This design comes from an exercise in tuning for small area and a short achievable clock period on the open sky130 flow, not from production work.
The RTL was checked by simulation tests, not by an equivalence proof against the original design.

## flow/design.v (module list and top-level ports; edited modules follow where they fit)
// module iir_DF1_Biquad: 1921 lines
// module iir_fa: 4 lines
// module iir_pg: 4 lines
// module iir_pgn: 4 lines
// module iir_pgm: 4 lines
// module iir_gp: 4 lines
// module iir_gg: 3 lines
// module iir_sr: 3 lines
module iir_DF1_Biquad (
  input clk,
  input rst,
  input signed [15:0] din,
  output signed [15:0] dout
);
  // ...
==> flow/run.sh <==
#!/bin/bash
# synth_recipe.tcl (not shown) runs the flow's synth.tcl, then flattens the netlist and writes it again
# the make line also repeats each setting of config.mk as NAME=value (left out here)
make -C /OpenROAD-flow-scripts/flow DESIGN_CONFIG=/design/flow/config.mk WORK_HOME=/design/flow/orfs CLKGATE_MAP_FILE= SYNTH_SCRIPT=/design/flow/synth_recipe.tcl finish
==> flow/config.mk <==
export PLATFORM = sky130hd
export DESIGN_NAME = iir_DF1_Biquad
export DESIGN_NICKNAME = iir_DF1_Biquad
export VERILOG_FILES = /design/flow/design.v
export SDC_FILE = /design/flow/constraint.sdc
export NUM_CORES = 4
export LEC_CHECK = 0
export CAP_MARGIN = 20
export CORE_MARGIN = 2
export CORE_UTILIZATION = 40
export CTS_BUF_LIST = sky130_fd_sc_hd__clkbuf_4 sky130_fd_sc_hd__clkbuf_8
export SLEW_MARGIN = 20
export SYNTH_HIERARCHICAL = 1
export SYNTH_MINIMUM_KEEP_SIZE = 0
==> flow/constraint.sdc <==
create_clock -name core_clock -period 11.0 [get_ports {clk}]
set_input_delay 2.2000 -clock core_clock [delete_from_list [all_inputs] [get_ports {clk}]]
set_output_delay 2.2000 -clock core_clock [all_outputs]
set_load 0.01 [all_outputs]
==> summary.txt, run 1 <==
## Status
* timing/DRC/antenna clean — outcome

## Yosys
* 0 — number of flops mapped to enable cells by yosys
* 0.519 — proportion of netlist area held by the largest area contributor
* sky130_fd_sc_hd__fa_1 (52%), sky130_fd_sc_hd__dfxtp_1 (26%), sky130_fd_sc_hd__ha_1 (7.4%) — top post-synthesis cells by area
* 0.257 — sequential area share after synthesis
* 0.0118 — XOR/XNOR Fraction of Synth Area
* 0.0327 — complex-gate fraction of the synthesized area

## Layout
* 18 — number of clock-tree buffers in the layout
* 13900 µm² — cell area after layout
* 36 — buffers outside the clock class
* multi-input combinational cells — Top class by area
* 2867 — Fill cells

## Floorplan
* 0.403 — starting utilization of the core area
* 65 — number of standard-cell rows in the floorplan
* 33000 µm² — die area

## Place
* 1378 — placed insts

## Critical path
* 4 — count of buffer and inverter cells on the critical path

## Global routing
* 0.320 — met2 global-route usage
* 0.177 — Total GRT Usage
* met2 — most congested layer reported by global routing

## STA
* 4.43 ns — Period minus WS final

## Routing
* 11.1 mm — Post-Route M1 WL
* 6550 — total number of vias
* 0 — drc violations

==> inputs of run 2 (changes only) <==
--- a/flow/config.mk
+++ b/flow/config.mk
@@ -9,5 +9,7 @@
 export CORE_MARGIN = 2
 export CORE_UTILIZATION = 40
-export CTS_BUF_LIST = sky130_fd_sc_hd__clkbuf_4 sky130_fd_sc_hd__clkbuf_8
+export CTS_BUF_LIST = sky130_fd_sc_hd__clkbuf_8
+export CTS_CLUSTER_DIAMETER = 200
+export CTS_CLUSTER_SIZE = 40
 export SLEW_MARGIN = 20
 export SYNTH_HIERARCHICAL = 1
==> run 2 against run 1 <==
Effect of this change: still clean on timing, DRC and antenna; synthesized cell count unchanged; clock skew down 0.00074 ns; clock-buffer cell count down 1; die area unchanged; via count up 0.11%; design area about the same; critical path type unchanged; highest routed layer unchanged.
==> summary.txt, run 2 <==
## Routing
* 6557 — total number of vias, +0.11%
* 0 — drc violations, unchanged
* 0 — remaining antenna violation count
* 19.0 µm — drt wl/cell
* 276 — detailed router's first-iteration violation count
* 4.65 — vias per inst
* 26.8 mm — final WL
* 4 — DRT Pass-1 Iters

## Clocking
* done — TritonCTS clock tree
* 2 — maximum buffer depth of the clock tree
* 0 — Hold-fix buffers, CTS
* 0.45 ns — clock latency on the worst-skew pair
* sky130_fd_sc_hd__clkbuf_8 — clock root buffer master
* 4 — CTS H-tree depth
* 17 — number of buffers inserted during clock tree synthesis
* 0 — buffer count from post-CTS setup fixing
* 162 — clk sinks
* 0.10 ns — CTS clk-pin slew, worst paths
* 0 — post-cts sizing count

## Yosys
* 943 — post-synthesis instance total
* 12600 µm² — Syn Std Cell Area
* sky130_fd_sc_hd__fa_1 (52%), sky130_fd_sc_hd__dfxtp_1 (26%), sky130_fd_sc_hd__ha_1 (7.4%) — top post-synthesis cells by area
* 162 — number of synthesized register bits
* 0.257 — sequential area share after synthesis, unchanged
* 0 — async set-reset flop share out of synthesis
* 0.519 — proportion of netlist area held by the largest area contributor, unchanged
* 0 — number of flops mapped to enable cells by yosys, unchanged
* sky130_fd_sc_hd__fa_1 — post-synth top area cell
* 7 — synthesis warning total
* 13 — number of distinct standard cells referenced by the synthesized netlist
* sky130_fd_sc_hd__fa_1 (327), sky130_fd_sc_hd__inv_1 (219), sky130_fd_sc_hd__dfxtp_1 (162) — Post-synth top cells
* 1363 — number of nets produced by synthesis
* 13.4 µm² — Mapped Avg Cell Area
* sky130_fd_sc_hd__dfxtp_1 — most used flip-flop cell after synthesis
* sky130_fd_sc_hd__fa_1 — most used standard cell by instance count after synthesis

## Critical path
* 16 — count of cells along the worst register-to-register path
* yc[7] — reg-to-reg critical path startpoint
* 6.57 ns — setup slack of the worst register-to-register path
* 14 — peak fanout along the critical path
* yc[7] — launch point of the critical path
* flop — nature of the critical path startpoint
* flop — category of the worst setup path capture point
* flop to flop — Worst Setup Path Type
* 4.77 ns — Arrival @ worst endpoint
* yc[4] — Setup crit end
* yc[4] — worst reg2reg endpoint
* 11.34 ns — endpoint required time on the critical path

## Layout
* 8540 µm² — area of combinational cells with multiple inputs
* 0.444 — end-of-flow core utilization
* 1410 — number of standard cells in the layout, taps in and fillers out
* 0.0337 — ratio of cells with drive above 1 in the final layout
* 2869 — Fill cells, +0.070%
* 10.1% — Area growth syn-to-layout
* 13900 µm² — cell area after layout, about the same
* sky130_fd_sc_hd__fa_1 (327), sky130_fd_sc_hd__inv_1 (220), sky130_fd_sc_hd__dfxtp_1 (162) — most frequent cells in the layout
* 1415 — number of nets in the finished design
* sky130_fd_sc_hd__fa_1 — commonest non-fill, non-tap cell in the layout
* 3240 µm² — Sequential cell area
* 0 — ant diodes

## STA
* 0 ns — post-route setup TNS
* 0.431 — worst slew margin relative to its limit
* 0.403 — Period Utilization, post-route
* 0.226 GHz — FMAX
* 0 — total count of hold-check failures in the final report
* 0.0195 ns — final setup skew
* false — setup repair after global routing missed its margin
* 0.852 ns — slew of the pin with the lowest slew margin
* 0 — number of pins with negative max-slew slack in the final report
* 0 — Setup violations, final
* 4.43 ns — Period minus WS final, -0.00372 ns

## Place
* 33 — Port Buffer Count
* 0.847 — placer's final routability congestion estimate
* 22.9 mm — total half-perimeter wirelength after legalization and detailed placement
* 1378 — placed insts, unchanged
* 13500 µm² — Placed Instance Area

## Floorplan
* 182 µm — die width
* 34 — boundary pin count
* 0.403 — starting utilization of the core area, unchanged
* 33000 µm² — die area, unchanged
* 31300 µm² — floorplan core area
* 65 — number of standard-cell rows in the floorplan, unchanged
* 182 µm — Die Y

## Global routing
* 35 — pin count of the biggest net entering global routing
* 0 — antenna violations before repair
* 7715 — number of global-route vias before repair
* 0 — Congestion Overflow GR
* 0.177 — Total GRT Usage, unchanged
* 42.6 mm — first-pass GRT wire length

## Min path
* flop to flop — path category of the worst min-delay check
* 0 — cell depth of the worst min-delay path

## Status
* timing/DRC/antenna clean — outcome

## Job
* 0 — max-capacitance violation count

==> run 2: cell counts after synthesis <==
No cell type changed its count.
==> run 2: worst min path at each step <==
| stage | startpoint | end |
|---|---|---|
| final | xb[0] | c0_0 |
| after global routing | xb[0] | c0_0 |
| after CTS | xb[0] | c0_0 |
| after detailed placement | xb[0] | c0_0 |
| after global placement | xb[0] | c0_0 |
| after floorplan | xb[0] | c0_0 |
==> run 2: cells by family (layout without fill, tap and decap cells) <==
family | after synthesis | in the layout | share of synthesized area
buf+inv | 222 | 287 | 0.0668
xor+xnor | 17 | 17 | 0.0118
fa+ha+maj | 402 | 402 | 0.593
compound gates | 55 | 55 | 0.0327
simple gates | 85 | 85 | 0.0390
flops | 162 | 162 | 0.257
==> run 2: modules after synthesis, one instance, submodules excluded <==
module | copies in the design | cells inside | area (µm²) | flip-flops and latches
iir_gg | 19 | 1 | 7.51 | 0
iir_gp | 36 | 2 | 13.8 | 0
iir_sr | 16 | 2 | 12.5 | 0
iir_DF1_Biquad | 1 | 463 | 4860 | 162
iir_fa | 327 | 1 | 20.0 | 0
iir_pg | 30 | 1 | 12.5 | 0
==> run 2: layout make-up <==
type,instances,share of cell area
Sequential cell,162,0.233
Timing Repair Buffer,36,0.0254
Multi-Input combinational cell,559,0.614
Tap cell,402,0.0362
Inverter,219,0.0591
Clock buffer,17,0.0168
Clock inverter,15,0.0149
==> run 2: layer usage <==
layer	GRT usage	share of wire
met5	0	0
met4	0.0315	0.012
met3	0.0357	0.036
met2	0.320	0.53
met1	0.223	0.42
==> run 2: worst max-delay path: stages (launching register included) <==
cell and delay, ns:
sky130_fd_sc_hd__dfxtp_1 0.61, sky130_fd_sc_hd__inv_1 0.13, sky130_fd_sc_hd__ha_1 0.34, sky130_fd_sc_hd__fa_1 0.47
sky130_fd_sc_hd__fa_1 0.55, sky130_fd_sc_hd__inv_1 0.05, sky130_fd_sc_hd__fa_1 0.47, sky130_fd_sc_hd__inv_1 0.04
sky130_fd_sc_hd__ha_1 0.25, sky130_fd_sc_hd__and2_1 0.15, sky130_fd_sc_hd__a21o_1 0.18, sky130_fd_sc_hd__a21o_1 0.18
sky130_fd_sc_hd__a21o_1 0.34, sky130_fd_sc_hd__a21o_1 0.25, sky130_fd_sc_hd__xnor2_1 0.12, sky130_fd_sc_hd__nor2_1 0.11
sky130_fd_sc_hd__inv_1 0.07
==> run 2: metrics by stage <==
stage / hold slack, ns / worst slack, ns
after floorplan: 0.399 / 7.10
after global placement: 0.442 / 6.60
after detailed placement: 0.440 / 6.56
after CTS: 0.455 / 6.54
after global routing: 0.473 / 6.34
final: 0.452 / 6.57
==> inputs of run 3 (changes only) <==
--- a/flow/config.mk
+++ b/flow/config.mk
@@ -10,6 +10,4 @@
 export CORE_UTILIZATION = 40
 export CTS_BUF_LIST = sky130_fd_sc_hd__clkbuf_8
-export CTS_CLUSTER_DIAMETER = 200
-export CTS_CLUSTER_SIZE = 40
 export SLEW_MARGIN = 20
 export SYNTH_HIERARCHICAL = 1
==> run 3 against run 2 <==
Effect of this change: still clean on timing, DRC and antenna; final cell count stayed put; non-clock buffer count stayed put; fmax stayed put; first-iteration DRC count stayed put; sequential cell count stayed put; synthesized area stayed put; die area stayed put; critical path type unchanged; largest cell class unchanged.
==> summary.txt, run 3 <==
## Yosys
* 943 — post-synthesis instance total, unchanged
* 1363 — number of nets produced by synthesis, unchanged
* 0 — number of flops mapped to enable cells by yosys, unchanged
* sky130_fd_sc_hd__dfxtp_1 — most used flip-flop cell after synthesis
* 13 — number of distinct standard cells referenced by the synthesized netlist, unchanged
* 7 — synthesis warning total, unchanged
* 162 — number of synthesized register bits, unchanged
* 0.257 — sequential area share after synthesis, unchanged
* sky130_fd_sc_hd__fa_1 (52%), sky130_fd_sc_hd__dfxtp_1 (26%), sky130_fd_sc_hd__ha_1 (7.4%) — top post-synthesis cells by area
* 12600 µm² — Syn Std Cell Area, unchanged
* sky130_fd_sc_hd__fa_1 (327), sky130_fd_sc_hd__inv_1 (219), sky130_fd_sc_hd__dfxtp_1 (162) — Post-synth top cells
* 13.4 µm² — Mapped Avg Cell Area, unchanged
* sky130_fd_sc_hd__fa_1 — most used standard cell by instance count after synthesis
* 0.519 — proportion of netlist area held by the largest area contributor, unchanged
* sky130_fd_sc_hd__fa_1 — post-synth top area cell
* 0 — async set-reset flop share out of synthesis, unchanged

## Global routing
* 0.177 — Total GRT Usage, unchanged
* 7715 — number of global-route vias before repair, unchanged
* 35 — pin count of the biggest net entering global routing, unchanged
* 0 — antenna violations before repair, unchanged
* 42.6 mm — first-pass GRT wire length, unchanged
* 0 — Congestion Overflow GR, unchanged

## Place
* 13500 µm² — Placed Instance Area, unchanged
* 22.9 mm — total half-perimeter wirelength after legalization and detailed placement, unchanged
* 33 — Port Buffer Count, unchanged
* 0.847 — placer's final routability congestion estimate, unchanged

## STA
* 0 — number of pins with negative max-slew slack in the final report, unchanged
* 0.452 ns — final worst hold slack, unchanged
* 0.0195 ns — final setup skew, unchanged
* 0 ns — post-route setup TNS, unchanged
* 0.852 ns — slew of the pin with the lowest slew margin, unchanged
* 0 — total count of hold-check failures in the final report, unchanged
* false — setup repair after global routing missed its margin
* 0.226 GHz — FMAX, unchanged
* 0.431 — worst slew margin relative to its limit, unchanged
* 4.43 ns — Period minus WS final, unchanged
* 0.403 — Period Utilization, post-route, unchanged
* 0 — Setup violations, final, unchanged

## Floorplan
* 31300 µm² — floorplan core area, unchanged
* 182 µm — die width, unchanged
* 65 — number of standard-cell rows in the floorplan, unchanged
* 182 µm — Die Y, unchanged
* 33000 µm² — die area, unchanged
* 34 — boundary pin count, unchanged
* 0.403 — starting utilization of the core area, unchanged

## Critical path
* 16 — count of cells along the worst register-to-register path, unchanged
* flop to flop — Worst Setup Path Type
* 11.34 ns — endpoint required time on the critical path, about the same
* 0.61 ns — slowest stage delay, CP, about the same
* flop — category of the worst setup path capture point
* 4 — count of buffer and inverter cells on the critical path, unchanged
* sky130_fd_sc_hd__dfxtp_1 — Crit-path slowest cell
* inv_1 > ha_1 > fa_1 > fa_1 > inv_1 > fa_1 > inv_1 > ha_1 > and2_1 > a21o_1 > a21o_1 > a21o_1 > a21o_1 > xnor2_1 > nor2_1 > inv_1 — sequence of cells on the critical path
* 14 — peak fanout along the critical path, unchanged
* 16 — total number of cells along the worst setup path, unchanged
* flop — nature of the critical path startpoint
* 4.77 ns — Arrival @ worst endpoint, about the same
* adder cells — dominant delay contributor by cell family on the critical path

## Min path
* flop to flop — path category of the worst min-delay check
* 0 — cell depth of the worst min-delay path, unchanged

## Clocking
* 0 — post-cts sizing count, unchanged
* 0.45 ns — clock latency on the worst-skew pair, about the same
* 0.10 ns — CTS clk-pin slew, worst paths, about the same
* 0 — Hold-fix buffers, CTS, unchanged
* sky130_fd_sc_hd__clkbuf_8 — clock root buffer master
* done — TritonCTS clock tree
* 4 — CTS H-tree depth, unchanged
* 0 — buffer count from post-CTS setup fixing, unchanged
* 162 — clk sinks, unchanged
* 17 — number of buffers inserted during clock tree synthesis, unchanged
* 2 — maximum buffer depth of the clock tree, unchanged

## Layout
* sky130_fd_sc_hd__fa_1 (327), sky130_fd_sc_hd__inv_1 (220), sky130_fd_sc_hd__dfxtp_1 (162) — most frequent cells in the layout
* 13900 µm² — cell area after layout, unchanged
* 0.444 — end-of-flow core utilization, unchanged
* 10.1% — Area growth syn-to-layout, unchanged
* 1415 — number of nets in the finished design, unchanged
* 0 — ant diodes, unchanged
* 0.0337 — ratio of cells with drive above 1 in the final layout, unchanged
* sky130_fd_sc_hd__fa_1 — commonest non-fill, non-tap cell in the layout

## Routing
* 4.65 — vias per inst, unchanged
* 19.0 µm — drt wl/cell, unchanged
* 276 — detailed router's first-iteration violation count, unchanged
* 26.8 mm — final WL, unchanged
* 6557 — total number of vias, unchanged
* 0 — remaining antenna violation count, unchanged
* 0 — drc violations, unchanged
* 4 — DRT Pass-1 Iters, unchanged

## Job
* 0 — max-capacitance violation count, unchanged

## Status
* timing/DRC/antenna clean — outcome

[run 3: cell counts after synthesis]
Identical to the previous run, type by type.
[run 3: path summary, 6_finish.rpt]
path	startpoint	to	slack (ns)
worst min register to register	xb[0]	c0_0	0.45
worst max-delay path	yc[7]	yc[4]	6.57
worst min-delay path	xb[0]	c0_0	0.45
worst max register to register	yc[7]	yc[4]	6.57
[run 3: worst reg2reg max path: cells and delay by family (launching register included)]
| family | cells | cell delay, ns |
|---|---|---|
| adders and majority gates | 5 | 2.08 |
| xor gates and xnor gates | 1 | 0.12 |
| and+or+nand+nor | 2 | 0.26 |
| buffers and inverters | 4 | 0.30 |
| AOI/OAI and AO/OA | 4 | 0.95 |
| DFF | 1 | 0.61 |
[run 3: logic make-up after synthesis]
| group | after synthesis | share of synthesized area |
|---|---|---|
| adders and majority gates | 402 | 0.593 |
| AOI/OAI and AO/OA | 55 | 0.0327 |
| buffers and inverters | 222 | 0.0668 |
| and+or+nand+nor | 85 | 0.0390 |
| DFF | 162 | 0.257 |
| xor gates and xnor gates | 17 | 0.0118 |
[run 3: metrics by stage]
step           std cells  setup WS (ns)
4_1_cts             1410           6.54
3_3_place_gp        1378           6.60
3_5_place_dp        1378           6.56
5_1_grt             1410           6.34
2_1_floorplan        943           7.10
6_report            1410           6.57
[run 3: final cells by class]
class	count	area, µm²
clock buffer	17	234
clock inverter	15	208
fill	2869	17400
inverter	219	822
multi-input combinational	559	8540
sequential	162	3240
tap	402	503
timing repair buffer	36	353
[run 3: Yosys stat by module (local to each module, per instance)]
module	flip-flops and latches	cells inside	cell area, µm²	copies in the design
iir_gp	0	2	13.8	36
iir_pg	0	1	12.5	30
iir_fa	0	1	20.0	327
iir_DF1_Biquad	162	463	4860	1
iir_sr	0	2	12.5	16
iir_gg	0	1	7.51	19
[run 3: metal layers]
metal | vias up | GRT usage | routed length (µm) | part of all wire
li1 | 2863 | - | - | -
met1 | 3559 | 0.223 | 11200 | 0.42
met2 | 114 | 0.320 | 14300 | 0.53
met3 | 21 | 0.0357 | 971 | 0.036
met4 | 0 | 0.0315 | 335 | 0.012
met5 | - | 0 | 0 | 0
==> inputs of run 4 (changes only) <==
--- a/flow/config.mk
+++ b/flow/config.mk
@@ -8,6 +8,7 @@
 export CAP_MARGIN = 20
 export CORE_MARGIN = 2
-export CORE_UTILIZATION = 40
+export CORE_UTILIZATION = 60
 export CTS_BUF_LIST = sky130_fd_sc_hd__clkbuf_8
+export PLACE_DENSITY = 0.8
 export SLEW_MARGIN = 20
 export SYNTH_HIERARCHICAL = 1
==> run 4 against run 3 <==
Effect of this change: final cell count is 9.0% lower; fmax shrank 0.53%; hold slack gained 0.0018 ns; sequential cell count unchanged; clock skew down 0.0016 ns.
==> summary.txt, run 4 <==
## Yosys
* adder cells — dominant combinational cell family by area after synthesis
* 7 — synthesis warning total, unchanged
* 0.0389 — fraction of the mapped netlist area in simple logic gates, unchanged
* 1363 — number of nets produced by synthesis, unchanged
* 0.519 — proportion of netlist area held by the largest area contributor, unchanged
* 0.257 — sequential area share after synthesis, unchanged
* 13.4 µm² — Mapped Avg Cell Area, unchanged
* sky130_fd_sc_hd__fa_1 — post-synth top area cell
* sky130_fd_sc_hd__dfxtp_1 — most used flip-flop cell after synthesis
* 13 — number of distinct standard cells referenced by the synthesized netlist, unchanged
* 0 — multiplexer share of the synthesized area, unchanged
* 0 — async set-reset flop share out of synthesis, unchanged
* 0 — number of flops mapped to enable cells by yosys, unchanged
* sky130_fd_sc_hd__fa_1 — most used standard cell by instance count after synthesis
* sky130_fd_sc_hd__fa_1 (327), sky130_fd_sc_hd__inv_1 (219), sky130_fd_sc_hd__dfxtp_1 (162) — Post-synth top cells
* 0.593 — post-synthesis share of cell area spent on full adders, half adders and majority gates, unchanged
* 0.0118 — XOR/XNOR Fraction of Synth Area, unchanged
* 162 — number of synthesized register bits, unchanged
* sky130_fd_sc_hd__fa_1 (52%), sky130_fd_sc_hd__dfxtp_1 (26%), sky130_fd_sc_hd__ha_1 (7.4%) — top post-synthesis cells by area
* 0.0327 — complex-gate fraction of the synthesized area, unchanged
* 12600 µm² — Syn Std Cell Area, unchanged
* 943 — post-synthesis instance total, unchanged

## STA
* 0 — number of pins with negative max-slew slack in the final report, unchanged
* 0.0179 ns — final setup skew, -0.00158 ns
* 4.45 ns — Period minus WS final, +0.0235 ns
* 0.426 — worst slew margin relative to its limit, -0.00524
* 0 — total count of hold-check failures in the final report, unchanged
* 0.859 ns — slew of the pin with the lowest slew margin, +0.00785 ns
* 0.454 ns — final worst hold slack, +0.00182 ns
* 0 ns — post-route setup TNS, unchanged
* 0.225 GHz — FMAX, -0.53%
* false — setup repair after global routing missed its margin
* 0.405 — Period Utilization, post-route, +0.00214
* 0 — Setup violations, final, unchanged

## Layout
* 0 — ant diodes, unchanged
* sky130_fd_sc_hd__fa_1 (327), sky130_fd_sc_hd__inv_1 (219), sky130_fd_sc_hd__dfxtp_1 (162) — most frequent cells in the layout
* sky130_fd_sc_hd__fa_1 — commonest non-fill, non-tap cell in the layout
* 0.0347 — ratio of cells with drive above 1 in the final layout, +0.000992
* 1415 — number of nets in the finished design, unchanged
* 1526 — Fill cells, -47%
* 8.23% — Area growth syn-to-layout

## Global routing
* 8006 — number of global-route vias before repair, +3.8%
* 0 — antenna violations before repair, unchanged
* 35 — pin count of the biggest net entering global routing, unchanged
* 0.265 — Total GRT Usage, +0.0875
* 0 — Congestion Overflow GR, unchanged
* 42.1 mm — first-pass GRT wire length, -1.0%

## Floorplan
* 20800 µm² — floorplan core area, -33%
* 34 — boundary pin count, unchanged
* 53 — number of standard-cell rows in the floorplan, -18%
* 0.606 — starting utilization of the core area, +0.203
* 22200 µm² — die area, -33%
* 149 µm — Die Y, -18%
* 149 µm — die width, -18%

## Routing
* 4 — DRT Pass-1 Iters, unchanged
* 6762 — total number of vias, +3.1%
* 5.27 — vias per inst, +13%
* 26.7 mm — final WL, -0.62%
* 0 — remaining antenna violation count, unchanged
* 287 — detailed router's first-iteration violation count, +4.0%
* 20.8 µm — drt wl/cell, +9.2%
* 0 — drc violations, unchanged

## Place
* 0.898 — placer's final routability congestion estimate, +6.0%
* 33 — Port Buffer Count, unchanged
* 22.3 mm — total half-perimeter wirelength after legalization and detailed placement, -2.7%

## Critical path
* 14 — peak fanout along the critical path, unchanged
* 4.75 ns — Arrival @ worst endpoint, -0.02 ns
* flop — category of the worst setup path capture point
* flop to flop — Worst Setup Path Type
* sky130_fd_sc_hd__fa_1 — library cell appearing most often on the critical path
* flop — nature of the critical path startpoint
* sky130_fd_sc_hd__dfxtp_1 — Crit-path slowest cell
* fa_1 > fa_1 > fa_1 > fa_1 > ha_1 > and2_1 > and2_1 > and2_1 > a21o_1 > a21o_1 > xnor2_1 > nor2_1 — sequence of cells on the critical path
* 0.68 ns — slowest stage delay, CP, +0.07 ns
* 11.30 ns — endpoint required time on the critical path, -0.04 ns

## Clocking
* 162 — clk sinks, unchanged
* 0.46 ns — clock latency on the worst-skew pair, about the same
* sky130_fd_sc_hd__clkbuf_8 — clock root buffer master
* 0 — post-cts sizing count, unchanged
* 4 — CTS H-tree depth, unchanged
* done — TritonCTS clock tree
* 2 — maximum buffer depth of the clock tree, unchanged
* 0 — buffer count from post-CTS setup fixing, unchanged
* 0 — Hold-fix buffers, CTS, unchanged
* 17 — number of buffers inserted during clock tree synthesis, unchanged
* 0.10 ns — CTS clk-pin slew, worst paths, about the same

## Job
* 0 — max-capacitance violation count, unchanged

## Status
* timing/DRC/antenna clean — outcome

## Min path
* flop to flop — path category of the worst min-delay check

==> run 4: cell types whose count changed in the layout (fill, tap and decap cells not counted), sizes merged <==
cell,previous run,this run
inv,230,227
bufinv,3,0
clkinv,1,2
clkinvlp,0,4
clkbuf,17,18
==> run 4: area by class of cell <==
type / count / area, µm² / share of cell area
sequential: 162 / 3240 / 0.237
tap: 275 / 344 / 0.0252
clock inverter: 14 / 115 / 0.00842
inverter: 219 / 822 / 0.0602
clock buffer: 18 / 248 / 0.0181
timing repair buffer: 36 / 353 / 0.0258
multi-input combinational: 559 / 8540 / 0.625
==> run 4: worst max-delay path: cells and delay by family, from the launching register on <==
kind / cells / cell delay [ns]
AOI/OAI and AO/OA: 2 / 0.60
and+or+nand+nor: 4 / 0.58
adders and majority gates: 5 / 2.25
DFF: 1 / 0.68
xor gates and xnor gates: 1 / 0.18
==> run 4: routing by layer <==
metal | wire (µm) | share of wire | vias to the layer above | track usage
li1 | - | - | 2867 | -
met1 | 9880 | 0.37 | 3624 | 0.314
met2 | 14300 | 0.53 | 204 | 0.466
met3 | 1420 | 0.053 | 67 | 0.0575
met4 | 1100 | 0.041 | 0 | 0.117
met5 | 0 | 0 | - | 0
==> run 4: worst paths after layout <==
| path | start | end | slack, ns | cells past startpoint |
|---|---|---|---|---|
| worst min-delay path | xb[0] | c0_0 | 0.45 | 0 |
| worst max register to register | yc[5] | y[6] | 6.55 | 12 |
| worst min register to register | xb[0] | c0_0 | 0.45 | 0 |
| worst max-delay path | yc[5] | y[6] | 6.55 | 12 |
==> run 4: metrics by stage <==
stage | std cells | area, µm² | util | setup slack, ns
after global placement | 1251 | 13300 | 0.639 | 6.68
after global routing | 1283 | 13700 | 0.656 | 6.37
after CTS | 1283 | 13700 | 0.656 | 6.57
after detailed placement | 1251 | 13300 | 0.639 | 6.59
after floorplan | 943 | 12600 | - | 7.10
final | 1283 | 13700 | 0.656 | 6.55
==> run 4: per-module statistics from Yosys, one instance, submodules excluded <==
| module | times used | cells | flops+latches | area [µm²] |
|---|---|---|---|---|
| iir_DF1_Biquad | 1 | 463 | 162 | 4860 |
| iir_fa | 327 | 1 | 0 | 20.0 |
| iir_gg | 19 | 1 | 0 | 7.51 |
| iir_gp | 36 | 2 | 0 | 13.8 |
| iir_pg | 30 | 1 | 0 | 12.5 |
| iir_sr | 16 | 2 | 0 | 12.5 |
==> run 4: logic make-up after synthesis <==
logic type,Yosys count
buffers and inverters,222
AOI/OAI and AO/OA,55
adders and majority gates,402
DFF,162
and+or+nand+nor,85
xor gates and xnor gates,17
==> inputs of run 5 (changes only) <==
--- a/flow/config.mk
+++ b/flow/config.mk
@@ -8,7 +8,7 @@
 export CAP_MARGIN = 20
 export CORE_MARGIN = 2
-export CORE_UTILIZATION = 60
+export CORE_UTILIZATION = 70
 export CTS_BUF_LIST = sky130_fd_sc_hd__clkbuf_8
-export PLACE_DENSITY = 0.8
+export PLACE_DENSITY = 0.9
 export SLEW_MARGIN = 20
 export SYNTH_HIERARCHICAL = 1
==> run 5 against run 4 <==
Effect of this change: synthesized area unchanged; fmax is 3.5% lower; via count rose by 6.4%; critical path depth rose by 3; still clean on timing, DRC and antenna.
==> summary.txt, run 5 <==
## Place
* 24.1 mm — total half-perimeter wirelength after legalization and detailed placement, +7.9%
* 33 — Port Buffer Count, unchanged
* 0.945 — placer's final routability congestion estimate, +5.2%
* 13200 µm² — Placed Instance Area, -0.49%

## Layout
* 13700 µm² — cell area after layout, +0.13%
* 8.36% — Area growth syn-to-layout
* 0.0308 — ratio of cells with drive above 1 in the final layout, -0.00391
* sky130_fd_sc_hd__fa_1 (327), sky130_fd_sc_hd__inv_1 (221), sky130_fd_sc_hd__dfxtp_1 (162) — most frequent cells in the layout
* 0.767 — end-of-flow core utilization, +0.111
* 1414 — number of nets in the finished design, -0.071%
* sky130_fd_sc_hd__fa_1 — commonest non-fill, non-tap cell in the layout
* 0 — ant diodes, unchanged

## Critical path
* 11.30 ns — endpoint required time on the critical path, about the same
* y[6] — worst reg2reg endpoint
* y[6] — Setup crit end
* 14 — peak fanout along the critical path, unchanged
* yc[7] — reg-to-reg critical path startpoint
* 15 — count of cells along the worst register-to-register path, +3
* 6.39 ns — setup slack of the worst register-to-register path, -0.16 ns
* flop — category of the worst setup path capture point
* flop — nature of the critical path startpoint
* yc[7] — launch point of the critical path
* flop to flop — Worst Setup Path Type
* 4.92 ns — Arrival @ worst endpoint, +0.17 ns

## Yosys
* sky130_fd_sc_hd__fa_1 — post-synth top area cell
* 13 — number of distinct standard cells referenced by the synthesized netlist, unchanged
* 0.519 — proportion of netlist area held by the largest area contributor, unchanged
* sky130_fd_sc_hd__fa_1 (52%), sky130_fd_sc_hd__dfxtp_1 (26%), sky130_fd_sc_hd__ha_1 (7.4%) — top post-synthesis cells by area
* 0.0118 — XOR/XNOR Fraction of Synth Area, unchanged
* sky130_fd_sc_hd__fa_1 — most used standard cell by instance count after synthesis
* adder cells — dominant combinational cell family by area after synthesis
* 7 — synthesis warning total, unchanged
* 0 — multiplexer share of the synthesized area, unchanged
* 0 — async set-reset flop share out of synthesis, unchanged
* 0.0389 — fraction of the mapped netlist area in simple logic gates, unchanged
* 12600 µm² — Syn Std Cell Area, unchanged
* 943 — post-synthesis instance total, unchanged
* sky130_fd_sc_hd__fa_1 (327), sky130_fd_sc_hd__inv_1 (219), sky130_fd_sc_hd__dfxtp_1 (162) — Post-synth top cells
* 0.0327 — complex-gate fraction of the synthesized area, unchanged
* 0.257 — sequential area share after synthesis, unchanged
* 0 — number of flops mapped to enable cells by yosys, unchanged
* 1363 — number of nets produced by synthesis, unchanged
* sky130_fd_sc_hd__dfxtp_1 — most used flip-flop cell after synthesis
* 0.593 — post-synthesis share of cell area spent on full adders, half adders and majority gates, unchanged
* 13.4 µm² — Mapped Avg Cell Area, unchanged
* 162 — number of synthesized register bits, unchanged

## Floorplan
* 0.708 — starting utilization of the core area, +0.101
* 17800 µm² — floorplan core area, -14%
* 138 µm — Die Y, -7.2%
* 138 µm — die width, -7.2%
* 49 — number of standard-cell rows in the floorplan, -7.5%
* 19100 µm² — die area, -14%
* 34 — boundary pin count, unchanged

## STA
* 0 — Setup violations, final, unchanged
* 0 — number of pins with negative max-slew slack in the final report, unchanged
* 0.0187 ns — final setup skew, +0.000772 ns
* 0.217 GHz — FMAX, -3.5%
* 0 ns — post-route setup TNS, unchanged
* 4.61 ns — Period minus WS final, +0.160 ns
* 0.891 ns — slew of the pin with the lowest slew margin, +0.0315 ns
* 0.405 — worst slew margin relative to its limit, -0.0211
* 0.419 — Period Utilization, post-route, +0.0145
* false — setup repair after global routing missed its margin
* 0 — total count of hold-check failures in the final report, unchanged

## Clocking
* 2 — maximum buffer depth of the clock tree, unchanged
* 162 — clk sinks, unchanged
* 0.47 ns — clock latency on the worst-skew pair, about the same
* 4 — CTS H-tree depth, unchanged
* 17 — number of buffers inserted during clock tree synthesis, unchanged
* sky130_fd_sc_hd__clkbuf_8 — clock root buffer master
* 0 — post-cts sizing count, unchanged
* 0.09 ns — CTS clk-pin slew, worst paths, about the same
* done — TritonCTS clock tree
* 0 — buffer count from post-CTS setup fixing, unchanged
* 0 — Hold-fix buffers, CTS, unchanged

## Global routing
* 35 — pin count of the biggest net entering global routing, unchanged
* 47.9 mm — first-pass GRT wire length, +14%
* 0 — Congestion Overflow GR, unchanged
* 0.349 — Total GRT Usage, +0.0840
* 0 — antenna violations before repair, unchanged
* 8895 — number of global-route vias before repair, +11%

## Min path
* flop to flop — path category of the worst min-delay check

## Routing
* 0 — remaining antenna violation count, unchanged
* 5.82 — vias per inst, +10%
* 7192 — total number of vias, +6.4%
* 413 — detailed router's first-iteration violation count, +44%
* 5 — DRT Pass-1 Iters, +1
* 0 — drc violations, unchanged
* 30.4 mm — final WL, +14%
* 24.6 µm — drt wl/cell, +18%

## Job
* 0 — max-capacitance violation count, unchanged

## Status
* timing/DRC/antenna clean — outcome

-- run 5: changes by cell type in the layout (fill, tap and decap cells not counted) --
cell	before	now
sky130_fd_sc_hd__buf_4	3	2
sky130_fd_sc_hd__bufinv_16	0	5
sky130_fd_sc_hd__clkbuf_8	18	17
sky130_fd_sc_hd__clkinv_4	0	2
sky130_fd_sc_hd__clkinvlp_4	4	0
sky130_fd_sc_hd__inv_1	219	221
sky130_fd_sc_hd__inv_6	6	3
sky130_fd_sc_hd__inv_8	2	0
-- run 5: logic make-up after synthesis --
kind of cell,Yosys count
adders and majority gates,402
DFF,162
AOI/OAI and AO/OA,55
buffers and inverters,222
xor gates and xnor gates,17
and+or+nand+nor,85
-- run 5: how the worst min path moves through the flow --
stage,cells after the start,to,start
3_3_place_gp,0,c0_0,xb[0]
2_1_floorplan,0,c0_0,xb[0]
5_1_grt,0,c0_0,xb[0]
3_5_place_dp,0,c0_0,xb[0]
6_report,0,c0_0,xb[0]
4_1_cts,0,c0_0,xb[0]
-- run 5: layout make-up --
type                            count  area [µm²]
Clock buffer                       17         234
Clock inverter                     14         211
Fill cell                         979        4160
Inverter                          219         822
Multi-Input combinational cell    559        8540
Sequential cell                   162        3240
Tap cell                          229         287
Timing Repair Buffer               35         345
-- run 5: metrics by stage --
stage          setup slack, ns  std cells  hold WS (ns)
5_1_grt                   6.25       1235         0.467
2_1_floorplan             7.10        943         0.399
3_5_place_dp              6.57       1204         0.436
6_report                  6.39       1235         0.449
4_1_cts                   6.48       1235         0.448
3_3_place_gp              6.73       1204         0.436
-- run 5: per-layer routing --
layer	GRT usage	share of wire	routed length, µm
met5	0	0	0
met1	0.374	0.33	9970
met4	0.263	0.088	2660
met3	0.0762	0.059	1790
met2	0.605	0.53	15900
-- run 5: critical path, stage by stage, from the launching register on --
cell	delay (ns)
sky130_fd_sc_hd__dfxtp_1	0.59
sky130_fd_sc_hd__inv_1	0.18
sky130_fd_sc_hd__ha_1	0.36
sky130_fd_sc_hd__fa_1	0.47
sky130_fd_sc_hd__fa_1	0.55
sky130_fd_sc_hd__inv_1	0.05
sky130_fd_sc_hd__fa_1	0.47
sky130_fd_sc_hd__inv_1	0.05
sky130_fd_sc_hd__ha_1	0.27
sky130_fd_sc_hd__and2_1	0.15
sky130_fd_sc_hd__a21o_1	0.18
sky130_fd_sc_hd__a21o_1	0.19
sky130_fd_sc_hd__a21o_1	0.34
sky130_fd_sc_hd__a21o_1	0.25
sky130_fd_sc_hd__xnor2_1	0.24
sky130_fd_sc_hd__nor2_1	0.10
-- run 5: Yosys stat by module, one instance, submodules excluded --
| module | area (µm²) | cells | flops+latches |
|---|---|---|---|
| iir_gg | 7.51 | 1 | 0 |
| iir_sr | 12.5 | 2 | 0 |
| iir_DF1_Biquad | 4860 | 463 | 162 |
| iir_fa | 20.0 | 1 | 0 |
| iir_pg | 12.5 | 1 | 0 |
| iir_gp | 13.8 | 2 | 0 |

-- afterwards: timing with drivers on the ports --
The results above use ideal ports. As a check the final layouts listed here were re-extracted and re-timed, cells and wires unchanged.
Step 1 sets driving cells, clkbuf_16 on the clock port and buf_2 on the other inputs (assumed; they add their load-dependent delay and slew).
Step 2 also shifts input and output timing later by t, the mid clock arrival at the registers, as if the neighbouring blocks saw the same clock.
a / b / c = ideal / step 1 / step 2; a / b = the first two.
| run | shift t [ns] | setup slack, ns | worst data-port slew with drivers (ns) |
|---|---|---|---|
| run 1 | 0.488 | 6.567 / 6.567 / 6.567 | 0.05 |
| run 2 | 0.487 | 6.571 / 6.571 / 6.571 | 0.05 |
| run 3 | 0.487 | 6.571 / 6.571 / 6.571 | 0.05 |
| run 4 | 0.495 | 6.548 / 6.548 / 6.548 | 0.04 |
| run 5 | 0.499 | 6.388 / 6.388 / 6.388 | 0.05 |
After both steps every run listed still meets setup and hold.
